What follows belongs to an exercise in optimizing a design on an open flow for small area; a production flow would make more cautious choices. At most, simulation tests tie the RTL to the original design; equivalence was not proved. The clock input has no modelled driver; a real chip could not lean on it and would need a root buffer or a full tree. No activity file was given, so power comes from the tool's default toggle rates.

Setup of job 5315:
==> flow/design.v (excerpt) <==
module us_sensor(echo,trigger,ss,en,clk,rst);
input clk,echo,rst;
output reg trigger;
output [7:0] ss;
output [2:0] en;
localparam [23:0] TRG_A   = 24'h566bcb;
localparam [23:0] TRG_B   = 24'h566bca;
localparam [23:0] TRG_X   = 24'hea8a91;
localparam [23:0] TRG_M   = ~24'h000520;
localparam [23:0] TRG_POL = 24'haaaaaa;
reg  [23:0] trg_q;
wire [23:0] trg_s   = trg_q ^ TRG_POL;
wire        trg_end = ((trg_s & TRG_M) == (TRG_X & TRG_M));
wire        trg_ld  = rst | trg_end;
wire [23:0] trg_v   = (rst | ~trigger) ? TRG_A : TRG_B;
wire [23:0] trg_n   = trg_ld ? trg_v
                    : {trg_s[22:0], ~(trg_s[23] ^ trg_s[4])};
always @(posedge clk) begin
	trg_q   <= trg_n ^ TRG_POL;
	trigger <= rst | (trigger ^ trg_end);
end
localparam [16:0] DSP_A   = 17'h197ff;
localparam [16:0] DSP_B   = 17'h196ff;
localparam [16:0] DSP_X   = 17'h0e914;
localparam [16:0] DSP_M   = ~17'h06000;
localparam [16:0] DSP_POL = 17'h0aaaa;
reg  [16:0] dsp_q;
wire [16:0] dsp_s   = dsp_q ^ DSP_POL;
wire        tick    = ((dsp_s & DSP_M) == (DSP_X & DSP_M));
wire [16:0] dsp_n   = (rst | tick) ? (rst ? DSP_A : DSP_B)
                    : {dsp_s[15:0], ~(dsp_s[16] ^ dsp_s[13])};
always @(posedge clk)
	dsp_q <= dsp_n ^ DSP_POL;
localparam [12:0] GAP_X   = 13'h15fb;
localparam [12:0] GAP_M   = ~13'h0101;    
localparam [12:0] GAP_POL = 13'h0aaa;
reg  [12:0] gap_q;
reg  [4:0]  ph;
  ...
For scale: roughly 15 I/O pins.
==> module us_sensor, before the edit <==
module us_sensor(echo,trigger,ss,en,clk,rst);
input clk,echo,rst;
output reg trigger;
output [7:0] ss;
output [2:0] en;
localparam [23:0] TRG_A   = 24'h566bcb;
localparam [23:0] TRG_B   = 24'h566bca;
localparam [23:0] TRG_X   = 24'hea8a91;
localparam [23:0] TRG_M   = ~24'h000520;
localparam [23:0] TRG_POL = 24'haaaaaa;
reg  [23:0] trg_q;
wire [23:0] trg_s   = trg_q ^ TRG_POL;
wire        trg_end = ((trg_s & TRG_M) == (TRG_X & TRG_M));
wire        trg_ld  = rst | trg_end;
wire [23:0] trg_v   = (rst | ~trigger) ? TRG_A : TRG_B;
wire [23:0] trg_n   = trg_ld ? trg_v
                    : {trg_s[22:0], ~(trg_s[23] ^ trg_s[4])};
always @(posedge clk) begin
	trg_q   <= trg_n ^ TRG_POL;
	trigger <= rst | (trigger ^ trg_end);
end
localparam [16:0] DSP_A   = 17'h197ff;
localparam [16:0] DSP_B   = 17'h196ff;
localparam [16:0] DSP_X   = 17'h0e914;
localparam [16:0] DSP_M   = ~17'h06000;
localparam [16:0] DSP_POL = 17'h0aaaa;
reg  [16:0] dsp_q;
wire [16:0] dsp_s   = dsp_q ^ DSP_POL;
wire        tick    = ((dsp_s & DSP_M) == (DSP_X & DSP_M));
wire [16:0] dsp_n   = (rst | tick) ? (rst ? DSP_A : DSP_B)
                    : {dsp_s[15:0], ~(dsp_s[16] ^ dsp_s[13])};
always @(posedge clk)
	dsp_q <= dsp_n ^ DSP_POL;
localparam [12:0] GAP_X   = 13'h15fb;
localparam [12:0] GAP_M   = ~13'h0101;    
localparam [12:0] GAP_POL = 13'h0aaa;
reg  [12:0] gap_q;
reg  [4:0]  ph;
wire        ph_long = ~ph[0] & ~ph[1];    
wire        ph_first = ph[0] & ph[1];     
wire [4:0]  ph_adv;
assign ph_adv[0] = ~ph[0] & ~ph[1];
assign ph_adv[1] = (ph[0] & ~ph[1] & ~ph[4]) | (ph[0] & ~ph[2]);
assign ph_adv[2] = (~ph[1] & ph[2] & ~ph[4]) | (~ph[0] & ph[2] & ph[4]) | (ph[1] & ~ph[2]);
assign ph_adv[3] = (~ph[2] & ph[3]) | (~ph[0] & ph[1] & ph[2] & ~ph[3]) | (~ph[1] & ph[3]);
assign ph_adv[4] = (ph[1] & ph[2] & ph[3]) | (~ph[0] & ph[4]) | (~ph[2] & ph[4]);
wire [12:0] gap_s   = gap_q ^ GAP_POL;
wire        gap_end = ((gap_s & GAP_M) == (GAP_X & GAP_M));
wire        gap_ld  = rst | ~echo | gap_end;
wire [12:0] gap_n   = gap_ld ? {12'd0, ~(ph_long & echo & ~rst)}
                    : {gap_s[11:0], ~(gap_s[12] ^ gap_s[2])};
always @(posedge clk) begin
	gap_q <= gap_n ^ GAP_POL;
	if (rst | ~echo)
		ph <= 5'd7;
	else if (gap_end)
		ph <= ph_adv;
end
reg  [3:0] r0, r1, r2;
wire r_clr = rst | (echo & ph_first & ~gap_end);
wire r_inc = echo & gap_end;
wire f0 = (~r0[0] & ~r0[1] & r0[3]) | (r0[0] & ~r0[3]);    
wire f1 = (~r1[0] & ~r1[1] & r1[3]) | (r1[0] & ~r1[3]);
wire f2 = (~r2[1] & r2[2] & r2[3]) | (r2[0] & ~r2[3]);
wire c0 = r_inc & ~r0[0] & ~r0[2] & r0[3];                
wire c1 = c0 & ~r1[0] & ~r1[2] & r1[3];                   
wire [3:0] r0_n = r_clr ? 4'b0001 : r_inc ? {r0[2:0], f0} : r0;
wire [3:0] r1_n = r_clr ? 4'b0001 : c0 ? {r1[2:0], f1} : r1;
wire [3:0] r2_n = r_clr ? 4'b0001 : c1 ? {r2[2:0], f2} : r2;
reg [3:0] d0, d1, d2;
always @(posedge clk) begin
	r0 <= r0_n; r1 <= r1_n; r2 <= r2_n;
	if (rst | ~echo) begin
		d0 <= r0_n; d1 <= r1_n; d2 <= r2_n;
	end
end
reg  [1:0] pos;
reg  [3:0] dig;
wire       next_h = ~(pos[1] ^ pos[0]);               
wire       ld_h = tick & next_h & (d2 != 4'b0000);
wire       ld_t = tick & ~pos[1] & pos[0];
wire       ld_o = tick & pos[1] & ~pos[0];
wire       hold = ~(ld_h | ld_t | ld_o);
wire [3:0] dig_n = ({4{ld_h}} & d2) | ({4{ld_t}} & d1) | ({4{ld_o}} & d0) | ({4{hold}} & dig);
always @(posedge clk) begin
	if (rst) begin
		pos <= 0;
		dig <= 4'b0100;    
	end else begin
		if (tick)
			pos <= {pos[1] ^ pos[0], ~pos[0] | pos[1]};    
		dig <= dig_n;
	end
end
assign en = {pos[1] ^ pos[0], pos[0], pos[1]};
wire [6:0] seg;
assign seg[0] = (dig[0] & dig[1] & ~dig[2]) | (~dig[0] & dig[1] & dig[3]);
assign seg[1] = (~dig[1] & dig[2] & dig[3]) | (dig[0] & ~dig[2] & dig[3]);
assign seg[2] = 1'b0;
assign seg[3] = (~dig[0] & dig[1]) | (dig[1] & ~dig[3]);
assign seg[4] = (dig[1] & ~dig[2]) | (dig[1] & dig[3]) | (~dig[0] & dig[3]);
assign seg[5] = (dig[1] & ~dig[2]) | (dig[0] & dig[2]);
assign seg[6] = ~dig[2] & ~dig[3];
assign ss = {1'b1, seg};
endmodule
Settings: LEC_CHECK=0, CAP_MARGIN=20, CORE_MARGIN=2, CORE_UTILIZATION=40, PLACE_DENSITY=0.6, SLEW_MARGIN=20; clock period 30.0 ns.
standard.sh (not shown) runs the stock make flow with config.mk's settings and CLKGATE_MAP_FILE= SYNTH_SCRIPT=/design/flow/synth_recipe.tcl, a recipe that flattens the netlist after the stock synthesis.
==> flow/flow/run.sh <==
#!/bin/bash
# Layout flow: the standard flow (standard.sh) with these changes:
#  - synthesis is the standard flow's (synth_recipe.tcl and ORFS synth.tcl) with only
#    ABC's mapping script replaced by an area-oriented one (abc_area.script),
#  - port buffers are buf_1 (BUFFER_PORTS_ARGS),
#  - after the floorplan, every combinational cell that synthesis upsized is
#    replaced by the smallest cell of the same function (downsize.tcl); the
#    later repair steps fix any slew or load violation this makes,
#  - after CTS, the clock tree is rebuilt as one root buffer feeding one
#    leaf buffer per cluster of nearby registers (clocktree.tcl).
# Each tool's full output is in the ORFS logs under orfs/logs and in
# standard.log here.
set -e
here=$(pwd)
sed "s#^  log_cmd abc {\*}\$abc_args#  set abc_args [lreplace \$abc_args 1 1 $here/flow/abc_area.script]\n&#" \
  $FLOW_HOME/scripts/synth.tcl > $here/synth_abc.tcl
grep -q "flow/abc_area.script" $here/synth_abc.tcl
sed "s#source \$::env(SCRIPTS_DIR)/synth.tcl#source $here/synth_abc.tcl#" synth_recipe.tcl > $here/my_synth.tcl
grep -q "synth_abc.tcl" $here/my_synth.tcl
sed "s#SYNTH_SCRIPT=[^ ]*#SYNTH_SCRIPT=$here/my_synth.tcl#" standard.sh > $here/my_standard.sh
grep -q "my_synth.tcl" $here/my_standard.sh
export BUFFER_PORTS_ARGS="-buffer_cell sky130_fd_sc_hd__buf_1"
export POST_FLOORPLAN_TCL=$here/flow/downsize.tcl
export POST_CTS_TCL=$here/flow/clocktree.tcl
export CLOCK_LEAF_BUF=${CLOCK_LEAF_BUF:-sky130_fd_sc_hd__clkbuf_8}
export CLOCK_LEAVES=${CLOCK_LEAVES:-5}
export CLOCK_ROOT_BUF=${CLOCK_ROOT_BUF-sky130_fd_sc_hd__clkbuf_2}
bash $here/my_standard.sh finish "$@" > standard.log 2>&1
Other scripts of this flow, unchanged in this note and not shown: flow/flow/abc_area.script, flow/flow/clocktree.tcl, flow/flow/downsize.tcl
[inputs] job 8281 vs job 5315
--- a/flow/design.v
+++ b/flow/design.v
@@ -57,49 +57,47 @@
 		ph <= ph_adv;
 end
 reg  [3:0] r0, r1, r2;
 wire r_clr = rst | (echo & ph_first & ~gap_end);
 wire r_inc = echo & gap_end;
-wire f0 = (~r0[0] & ~r0[1] & r0[3]) | (r0[0] & ~r0[3]);    
-wire f1 = (~r1[0] & ~r1[1] & r1[3]) | (r1[0] & ~r1[3]);
-wire f2 = (~r2[1] & r2[2] & r2[3]) | (r2[0] & ~r2[3]);
-wire c0 = r_inc & ~r0[0] & ~r0[2] & r0[3];                
-wire c1 = c0 & ~r1[0] & ~r1[2] & r1[3];                   
-wire [3:0] r0_n = r_clr ? 4'b0001 : r_inc ? {r0[2:0], f0} : r0;
-wire [3:0] r1_n = r_clr ? 4'b0001 : c0 ? {r1[2:0], f1} : r1;
-wire [3:0] r2_n = r_clr ? 4'b0001 : c1 ? {r2[2:0], f2} : r2;
+wire f0 = (r0[0] & ~r0[1]) | (~r0[0] & ~r0[3]) | (r0[0] & r0[3]);
+wire f1 = (r1[0] & ~r1[1]) | (~r1[0] & ~r1[3]) | (r1[0] & r1[3]);
+wire f2 = (r2[2] & ~r2[3]) | (r2[0] & r2[3]) | (~r2[1] & ~r2[3]);
+wire c0 = r_inc & ((r0[0] & r0[2] & ~r0[3]));
+wire c1 = c0 & ((r1[0] & r1[2] & ~r1[3]));
+wire [3:0] r0_n = r_clr ? 4'd14 : r_inc ? {r0[2:0], f0} : r0;
+wire [3:0] r1_n = r_clr ? 4'd14 : c0 ? {r1[2:0], f1} : r1;
+wire [3:0] r2_n = r_clr ? 4'd14 : c1 ? {r2[2:0], f2} : r2;
 reg [3:0] d0, d1, d2;
 always @(posedge clk) begin
 	r0 <= r0_n; r1 <= r1_n; r2 <= r2_n;
 	if (rst | ~echo) begin
 		d0 <= r0_n; d1 <= r1_n; d2 <= r2_n;
 	end
 end
 reg  [1:0] pos;
 reg  [3:0] dig;
-wire       next_h = ~(pos[1] ^ pos[0]);               
-wire       ld_h = tick & next_h & (d2 != 4'b0000);
-wire       ld_t = tick & ~pos[1] & pos[0];
-wire       ld_o = tick & pos[1] & ~pos[0];
-wire       hold = ~(ld_h | ld_t | ld_o);
-wire [3:0] dig_n = ({4{ld_h}} & d2) | ({4{ld_t}} & d1) | ({4{ld_o}} & d0) | ({4{hold}} & dig);
+wire [1:0] pos_n = {pos[1] ^ pos[0], ~pos[0] | pos[1]};    
 always @(posedge clk) begin
 	if (rst) begin
 		pos <= 0;
-		dig <= 4'b0100;    
-	end else begin
-		if (tick)
-			pos <= {pos[1] ^ pos[0], ~pos[0] | pos[1]};    
-		dig <= dig_n;
+		dig <= 4'd11;    
+	end else if (tick) begin
+		pos <= pos_n;
+		case (pos_n)
+			2'd1: if (!((d2[0] & d2[1] & d2[2] & d2[3]))) dig <= d2;    
+			2'd2: dig <= d1;
+			default: dig <= d0;
+		endcase
 	end
 end
 assign en = {pos[1] ^ pos[0], pos[0], pos[1]};
 wire [6:0] seg;
-assign seg[0] = (dig[0] & dig[1] & ~dig[2]) | (~dig[0] & dig[1] & dig[3]);
-assign seg[1] = (~dig[1] & dig[2] & dig[3]) | (dig[0] & ~dig[2] & dig[3]);
+assign seg[0] = (~dig[0] & ~dig[1] & dig[2]) | (dig[0] & ~dig[1] & ~dig[2]);
+assign seg[1] = (~dig[0] & dig[1] & ~dig[3]) | (dig[1] & ~dig[2] & ~dig[3]);
 assign seg[2] = 1'b0;
-assign seg[3] = (~dig[0] & dig[1]) | (dig[1] & ~dig[3]);
-assign seg[4] = (dig[1] & ~dig[2]) | (dig[1] & dig[3]) | (~dig[0] & dig[3]);
-assign seg[5] = (dig[1] & ~dig[2]) | (dig[0] & dig[2]);
-assign seg[6] = ~dig[2] & ~dig[3];
+assign seg[3] = (dig[0] & ~dig[1]) | (~dig[1] & dig[3]);
+assign seg[4] = (dig[0] & dig[2]) | (~dig[1] & dig[2]) | (~dig[2] & ~dig[3]);
+assign seg[5] = (~dig[0] & ~dig[1]) | (~dig[1] & dig[2]);
+assign seg[6] = (dig[2] & dig[3]);
 assign ss = {1'b1, seg};
 endmodule
==> run notes <==
Share of total power consumed by net switching: job 8281 < job 5315
Taking job 5315 as the reference point, the relative slew slack of job 8281 rises by 15 points.
Relative to job 5315, share of the core filled with cells in the final layout decreased by 0.22 points in job 8281.
Going from job 5315 to job 8281, depth of the worst register-to-register path grew by 5, met2 global-route usage shows a reduction of 0.54 points, met1 wire length has decreased.
Diff job 5315 -> job 8281: count of placed standard cells in the final layout, fillers left out now smaller, routed wire length now smaller.
The RTL of job 5315 was laid out without a check of its function. In every run of this note, the design's own scripts or RTL, not TritonCTS, make the clock network.

-- separate check: timing with driven ports --
How much do the figures lean on ideal ports? The routed layouts below were timed once more, with nothing changed but the port constraints. Step 1: set_driving_cell puts a clkbuf_16 on clk and a buf_2 on each other input, an assumption about the parent block. Step 2 also shifts input and output timing later by t, the mid clock arrival at the registers, as if the neighbouring blocks saw the same clock. Slacks: ideal / step 1 / step 2; pairs: ideal / step 1.
| run | shift t [ns] | setup slack, ns | hold WS [ns] |
|---|---|---|---|
| job 5315 | 0.487 | 22.397 / 22.370 / 22.225 | 0.372 / 0.372 / 0.372 |
| job 8281 | 0.485 | 22.471 / 22.476 / 21.991 | 0.355 / 0.355 / 0.355 |
After both steps setup and hold are still met in every run listed. The setup slack of job 8281, which loses most, moves by +0.005 ns with the drivers and by -0.480 ns with both steps.
